Source: an optimization exercise on an open RTL-to-GDS flow (aim: small area). Production flows keep margins and buffers that such runs may drop.
At most, simulation tests tie the RTL to the original design; equivalence was not proved.
Power figures rest on the tool's default switching activity, not on a simulated workload.

==> inputs of v2 <==
==> flow/design.v <==
`timescale 1ns/1ps
module apb_slave_hold (q, h, e, d, y);
    input  q, h, e, d;
    output y;
    assign y = (q & h) | (e & d);
endmodule
module apb_slave_rd3 (q, s, y);
    input  [2:0] q, s;
    output       y;
    assign y = ~|(q & s);
endmodule
module apb_slave_rcol (q, s, y);
    input  [255:0] q, s;
    output         y;
    wire   [85:0]  n;
    genvar g;
    generate
        for (g = 0; g < 85; g = g + 1) begin : g_rd
            apb_slave_rd3 u_rd3 (.q(q[3*g+2:3*g]), .s(s[3*g+2:3*g]), .y(n[g]));
        end
    endgenerate
    assign n[85] = ~(q[255] & s[255]);
    assign y = ~&n;
endmodule
module apb_slave (clk,
                  rst,
                  p_sel,
                  p_en,
                  p_write,
                  addr,
                  rdata,
                  wdata,
                  p_ready);
    input clk,rst,p_sel,p_write,p_en;
    input       [7:0]   addr;
    input       [31:0]  wdata;
    output reg  [31:0]  rdata;
    output reg          p_ready;
    wire acc = p_sel & p_en;
    wire wr  = acc & p_write;
    wire rd  = acc & ~p_write;
    reg  [255:0] valid;
    wire [15:0] lo  = 16'd1 << addr[3:0];
    wire [15:0] hi  = 16'd1 << addr[7:4];
    wire [15:0] wlo = lo & {16{wr}};
    wire [255:0] we, hold, rsel;
    genvar w, b;
    generate
        for (w = 0; w < 256; w = w + 1) begin : g_dec
            assign we[w]   = hi[w/16] & wlo[w%16];
            assign hold[w] = ~we[w];
            assign rsel[w] = hi[w/16] & lo[w%16] & valid[w];
        end
    endgenerate
    always @(posedge clk or negedge rst) begin
        if (!rst) valid <= 256'd0;
        else      valid <= valid | we;
    end
    wire [255:0] col [0:31];
    generate
        for (w = 0; w < 256; w = w + 1) begin : g_word
            reg  [31:0] q;
            wire [31:0] nxt;
            for (b = 0; b < 32; b = b + 1) begin : g_bit
                apb_slave_hold u_hold (.q(q[b]), .h(hold[w]), .e(we[w]),
                                       .d(wdata[b]), .y(nxt[b]));
                assign col[b][w] = q[b];
            end
            always @(posedge clk)
                q <= nxt;
        end
    endgenerate
    wire [31:0] rword;
    generate
        for (b = 0; b < 32; b = b + 1) begin : g_rcol
            apb_slave_rcol u_rcol (.q(col[b]), .s(rsel), .y(rword[b]));
        end
    endgenerate
    always @(posedge clk or negedge rst) begin
        if (!rst) begin
            p_ready <= 1'b0;
            rdata   <= 32'd0;
        end else begin
            p_ready <= acc;
            if (rd) rdata <= rword;
        end
    end
endmodule
==> flow/run.sh <==
#!/bin/bash
# synth_recipe.tcl (not shown) runs the flow's synth.tcl, then flattens the netlist and writes it again
# the make line also repeats each setting of config.mk as NAME=value (left out here)
make -C /OpenROAD-flow-scripts/flow DESIGN_CONFIG=/design/flow/config.mk WORK_HOME=/design/flow/orfs CLKGATE_MAP_FILE= SYNTH_SCRIPT=/design/flow/synth_recipe.tcl finish
==> flow/config.mk <==
export PLATFORM = sky130hd
export DESIGN_NAME = apb_slave
export DESIGN_NICKNAME = apb_slave
export VERILOG_FILES = /design/flow/design.v
export SDC_FILE = /design/flow/constraint.sdc
export NUM_CORES = 8
export LEC_CHECK = 0
export CAP_MARGIN = 20
export CORE_MARGIN = 2
export CORE_UTILIZATION = 60
export MAX_ROUTING_LAYER = met4
export SLEW_MARGIN = 20
export SYNTH_HIERARCHICAL = 1
==> flow/constraint.sdc <==
create_clock -name core_clock -period 12.0 [get_ports {clk}]
set_input_delay 2.4000 -clock core_clock [delete_from_list [all_inputs] [get_ports {clk}]]
set_output_delay 2.4000 -clock core_clock [all_outputs]
set_load 0.01 [all_outputs]
==> v11: changes against v2 <==
==> flow/design.v (replaced) <==
`timescale 1ns/1ps
module apb_slave_ins (qb, h, e1, x1, e2, x2, y);
    input  qb, h, e1, x1, e2, x2;
    output y;
    assign y = ~((qb & h) | (e1 & x1) | (e2 & x2));
endmodule
module apb_slave_rd3 (q, s, y);
    input  [2:0] q, s;
    output       y;
    assign y = ~|(q & s);
endmodule
module apb_slave_rcol (q, s, y);
    input  [255:0] q, s;
    output         y;
    wire   [85:0]  n;
    genvar g;
    generate
        for (g = 0; g < 85; g = g + 1) begin : g_rd
            apb_slave_rd3 u_rd3 (.q(q[3*g+2:3*g]), .s(s[3*g+2:3*g]), .y(n[g]));
        end
    endgenerate
    assign n[85] = ~(q[255] & s[255]);
    assign y = ~&n;
endmodule
module apb_slave (clk,
                  rst,
                  p_sel,
                  p_en,
                  p_write,
                  addr,
                  rdata,
                  wdata,
                  p_ready);
    input clk,rst,p_sel,p_write,p_en;
    input       [7:0]   addr;
    input       [31:0]  wdata;
    output reg  [31:0]  rdata;
    output reg          p_ready;
    wire acc = p_sel & p_en;
    wire wr  = acc & p_write;
    wire rd  = acc & ~p_write;
    reg [1:0] ph;
    always @(posedge clk or negedge rst) begin
        if (!rst) ph <= 2'd0;
        else      ph <= ph + 2'd1;
    end
    wire dir = wr & (addr[0] ^ ph[0]);
    wire dfr = wr & ~(addr[0] ^ ph[0]);
    reg        pv;            
    reg [7:0]  pa;            
    reg [31:0] pd;            
    always @(posedge clk or negedge rst) begin
        if (!rst) pv <= 1'b0;
        else      pv <= dfr;
    end
    always @(posedge clk) begin
        pa <= addr;
        pd <= wdata;
    end
    wire [31:0] x1 = wdata ^ {32{ph[1]}};
    wire [31:0] x2 = pd    ^ {32{ph[1]}};
    wire [127:0] dec_a = 128'd1 << addr[7:1];
    wire [127:0] dec_p = 128'd1 << pa[7:1];
    wire [127:0] e1 = dec_a & {128{dir}};
    wire [127:0] e2 = dec_p & {128{pv}} & ~e1;
    reg [1:0] cnt;
    always @(posedge clk or negedge rst) begin
        if (!rst)         cnt <= 2'd0;
        else if (!cnt[1]) cnt <= cnt + 2'd1;
    end
    wire [127:0] h  = ~(e1 | e2) & {128{cnt[1]}};
    wire ina = ~(addr[0] ^ ph[0]);      
    wire [255:0] rsel;
    wire [255:0] cq [0:31];
    genvar r, b;
    generate
        for (r = 0; r < 128; r = r + 1) begin : g_ring
            reg  [31:0] qa, qb;
            wire [31:0] na;
            for (b = 0; b < 32; b = b + 1) begin : g_bit
                apb_slave_ins u_ins (.qb(qb[b]), .h(h[r]), .e1(e1[r]), .x1(x1[b]),
                                     .e2(e2[r]), .x2(x2[b]), .y(na[b]));
                assign cq[b][2*r]   = qa[b];
                assign cq[b][2*r+1] = qb[b];
            end
            always @(posedge clk) begin
                qa <= na;
                qb <= qa;
            end
            assign rsel[2*r]   = dec_a[r] &  ina;
            assign rsel[2*r+1] = dec_a[r] & ~ina;
        end
    endgenerate
    wire [31:0] tree;
    generate
        for (b = 0; b < 32; b = b + 1) begin : g_rcol
            apb_slave_rcol u_rcol (.q(cq[b]), .s(rsel), .y(tree[b]));
        end
    endgenerate
    wire vsel = cnt[1] | (cnt[0] & ina);
    wire pol  = ph[1] ^ (ph[0] & addr[0]);
    wire fwd  = pv & (pa == addr);
    wire [31:0] rval = fwd ? pd : ({32{vsel}} & (tree ^ {32{pol}}));
    always @(posedge clk or negedge rst) begin
        if (!rst) begin
            p_ready <= 1'b0;
            rdata   <= 32'd0;
        end else begin
            p_ready <= acc;
            if (rd) rdata <= rval;
        end
    end
endmodule
- CAP_MARGIN: 20 -> 30
- CELL_PAD_IN_SITES_DETAIL_PLACEMENT: unset -> 0
- CORE_UTILIZATION: 60 -> 40
- CTS_CLUSTER_DIAMETER: unset -> 100
- CTS_CLUSTER_SIZE: unset -> 26
- MAX_ROUTING_LAYER: met4 -> met5
- SLEW_MARGIN: 20 -> 30
==> v39: changes against v2 <==
==> flow/design.v (replaced) <==
`timescale 1ns/1ps
module apb_slave_ins (qb, h, e1, x1, e2, x2, y);
    input  qb, h, e1, x1, e2, x2;
    output y;
    assign y = ~((qb & h) | (e1 & x1) | (e2 & x2));
endmodule
module apb_slave_rd2 (q, ns, y);
    input  [1:0] q, ns;
    output       y;
    assign y = ~((q[0] | ns[0]) & (q[1] | ns[1]));
endmodule
module apb_slave_rcol (q, ns, y);
    input  [255:0] q, ns;
    output         y;
    wire   [127:0] n;
    genvar g;
    generate
        for (g = 0; g < 128; g = g + 1) begin : g_rd
            apb_slave_rd2 u_rd2 (.q(q[2*g+1:2*g]), .ns(ns[2*g+1:2*g]), .y(n[g]));
        end
    endgenerate
    assign y = |n;
endmodule
module apb_slave (clk,
                  rst,
                  p_sel,
                  p_en,
                  p_write,
                  addr,
                  rdata,
                  wdata,
                  p_ready);
    input clk,rst,p_sel,p_write,p_en;
    input       [7:0]   addr;
    input       [31:0]  wdata;
    output reg  [31:0]  rdata;
    output reg          p_ready;
    wire acc = p_sel & p_en;
    wire wr  = acc & p_write;
    wire rd  = acc & ~p_write;
    reg [1:0] ph;
    always @(posedge clk or negedge rst) begin
        if (!rst) ph <= 2'd0;
        else      ph <= ph + 2'd1;
    end
    wire dir = wr & (addr[0] ^ ph[0]);
    wire dfr = wr & ~(addr[0] ^ ph[0]);
    reg        pv;            
    reg [7:0]  pa;            
    reg [31:0] pd;            
    always @(posedge clk or negedge rst) begin
        if (!rst) pv <= 1'b0;
        else      pv <= dfr;
    end
    always @(posedge clk) begin
        pa <= addr;
        pd <= wdata;
    end
    wire [31:0] x1 = wdata ^ {32{ph[1]}};
    wire [31:0] x2 = pd    ^ {32{ph[1]}};
    wire [127:0] dec_a = 128'd1 << addr[7:1];
    wire [127:0] dec_p = 128'd1 << pa[7:1];
    wire [127:0] e1 = dec_a & {128{dir}};
    wire [127:0] e2 = dec_p & {128{pv}} & ~e1;
    reg [1:0] cnt;
    always @(posedge clk or negedge rst) begin
        if (!rst)         cnt <= 2'd0;
        else if (!cnt[1]) cnt <= cnt + 2'd1;
    end
    wire [127:0] h  = ~(e1 | e2) & {128{cnt[1]}};
    wire ina = ~(addr[0] ^ ph[0]);      
    wire [255:0] nsel;
    wire [255:0] cq [0:31];
    genvar r, b;
    generate
        for (r = 0; r < 128; r = r + 1) begin : g_ring
            reg  [31:0] qa, qb;
            wire [31:0] na;
            for (b = 0; b < 32; b = b + 1) begin : g_bit
                apb_slave_ins u_ins (.qb(qb[b]), .h(h[r]), .e1(e1[r]), .x1(x1[b]),
                                     .e2(e2[r]), .x2(x2[b]), .y(na[b]));
                assign cq[b][2*r]   = qa[b];
                assign cq[b][2*r+1] = qb[b];
            end
            always @(posedge clk) begin
                qa <= na;
                qb <= qa;
            end
            assign nsel[2*r]   = ~(dec_a[r] &  ina);
            assign nsel[2*r+1] = ~(dec_a[r] & ~ina);
        end
    endgenerate
    wire [31:0] zero;
    generate
        for (b = 0; b < 32; b = b + 1) begin : g_rcol
            apb_slave_rcol u_rcol (.q(cq[b]), .ns(nsel), .y(zero[b]));
        end
    endgenerate
    wire vsel = cnt[1] | (cnt[0] & ina);
    wire pol  = ph[1] ^ (ph[0] & addr[0]);
    wire fwd  = pv & (pa == addr);
    wire [31:0] rval = fwd ? pd : ({32{vsel}} & ~(zero ^ {32{pol}}));
    always @(posedge clk or negedge rst) begin
        if (!rst) begin
            p_ready <= 1'b0;
            rdata   <= 32'd0;
        end else begin
            p_ready <= acc;
            if (rd) rdata <= rval;
        end
    end
endmodule
- CAP_MARGIN: 20 -> 25
- CORE_UTILIZATION: 60 -> 55
- CTS_CLUSTER_DIAMETER: unset -> 100
- CTS_CLUSTER_SIZE: unset -> 26
- MAX_ROUTING_LAYER: met4 -> met5
- SLEW_MARGIN: 20 -> 25
==> comparison table <==
quantity	v11	v39	v2
Final-layout non-clock buffer area share	0.03529	0.03733	0.02270
Share of cells above drive strength 1	0.1234	0.1148	0.1331
Diodes inserted	74	63	66
Net count of the mapped netlist	17,410	19,250	21,820
Largest net degree at the start of global routing	105	113	149
Wire length on met3	235,800 µm	213,700 µm	173,900 µm
Largest stage delay on the critical path	1090 ps	1010 ps	1100 ps
Power per unit of standard cell area	161.5 nW/µm²	161.0 nW/µm²	171.7 nW/µm²
Share of the final layout cell area in multi-input gates	0.3029	0.3098	0.3521
Status	no timing/DRC/antenna violations	complete, but fails checks	no timing/DRC/antenna violations
Reasons for failing layout checks	-	slew limit	-
Post-layout utilization of the core	0.4572	0.6240	0.6957
Smallest setup slack after layout	3690 ps	3247 ps	4820 ps
Crit-path max FO	32	19	48
Combinational cell power	2.24 mW	2.36 mW	1.54 mW
Net switching fraction of the power	0.2461	0.2409	0.2214
Max layer used	met5	met5	met4
Clock-pin slew of the registers on the worst-case setup and hold paths	120 ps	110 ps	60 ps
Crit path depth	15	16	11
Buffer count excluding the clock tree in the final layout	1,115	1,191	928
Total die area	622,700 µm²	456,600 µm²	482,400 µm²
Initial Util	0.4011	0.5526	0.6026
Clk. pwr	14.6 mW	14.3 mW	26.3 mW
Count of routing violations after the opening detailed-route iteration	72,610	51,010	47,080
Non-filler cells, final	26,950	26,680	30,170
Arithmetic-cell share of the synthesized area counting full adders, half adders and majority gates	0.00005075	0.00005042	0
The RTL of v2 was laid out without a check of its function.

## what the ideal ports hide
In the flow no input, the clock included, has a driving cell. The finished layouts below were timed again as built, in two steps.
Step 1 (the two cells are an assumption about what drives the block):
set clk [get_ports {clk}]
set_driving_cell -lib_cell sky130_fd_sc_hd__clkbuf_16 $clk
set_driving_cell -lib_cell sky130_fd_sc_hd__buf_2 [delete_from_list [all_inputs] $clk]
Step 2 also shifts input and output timing later by t, the mid clock arrival at the registers, as if the neighbouring blocks saw the same clock.
Three values: ideal, step 1, step 2; two values: the first two.
| run | t (ns) | slack for setup (ns) | latest minus earliest clock arrival (ns) |
|---|---|---|---|
| v2 | 1.280 | 4.820 / 4.911 / 3.632 | 0.043 / 0.043 |
| v11 | 1.240 | 3.690 / 3.814 / 2.574 | 0.158 / 0.158 |
| v39 | 1.185 | 3.247 / 3.358 / 2.173 | 0.060 / 0.061 |
For v2, which loses most, drivers alone change the setup slack by +0.091 ns; drivers and shift together by -1.188 ns.
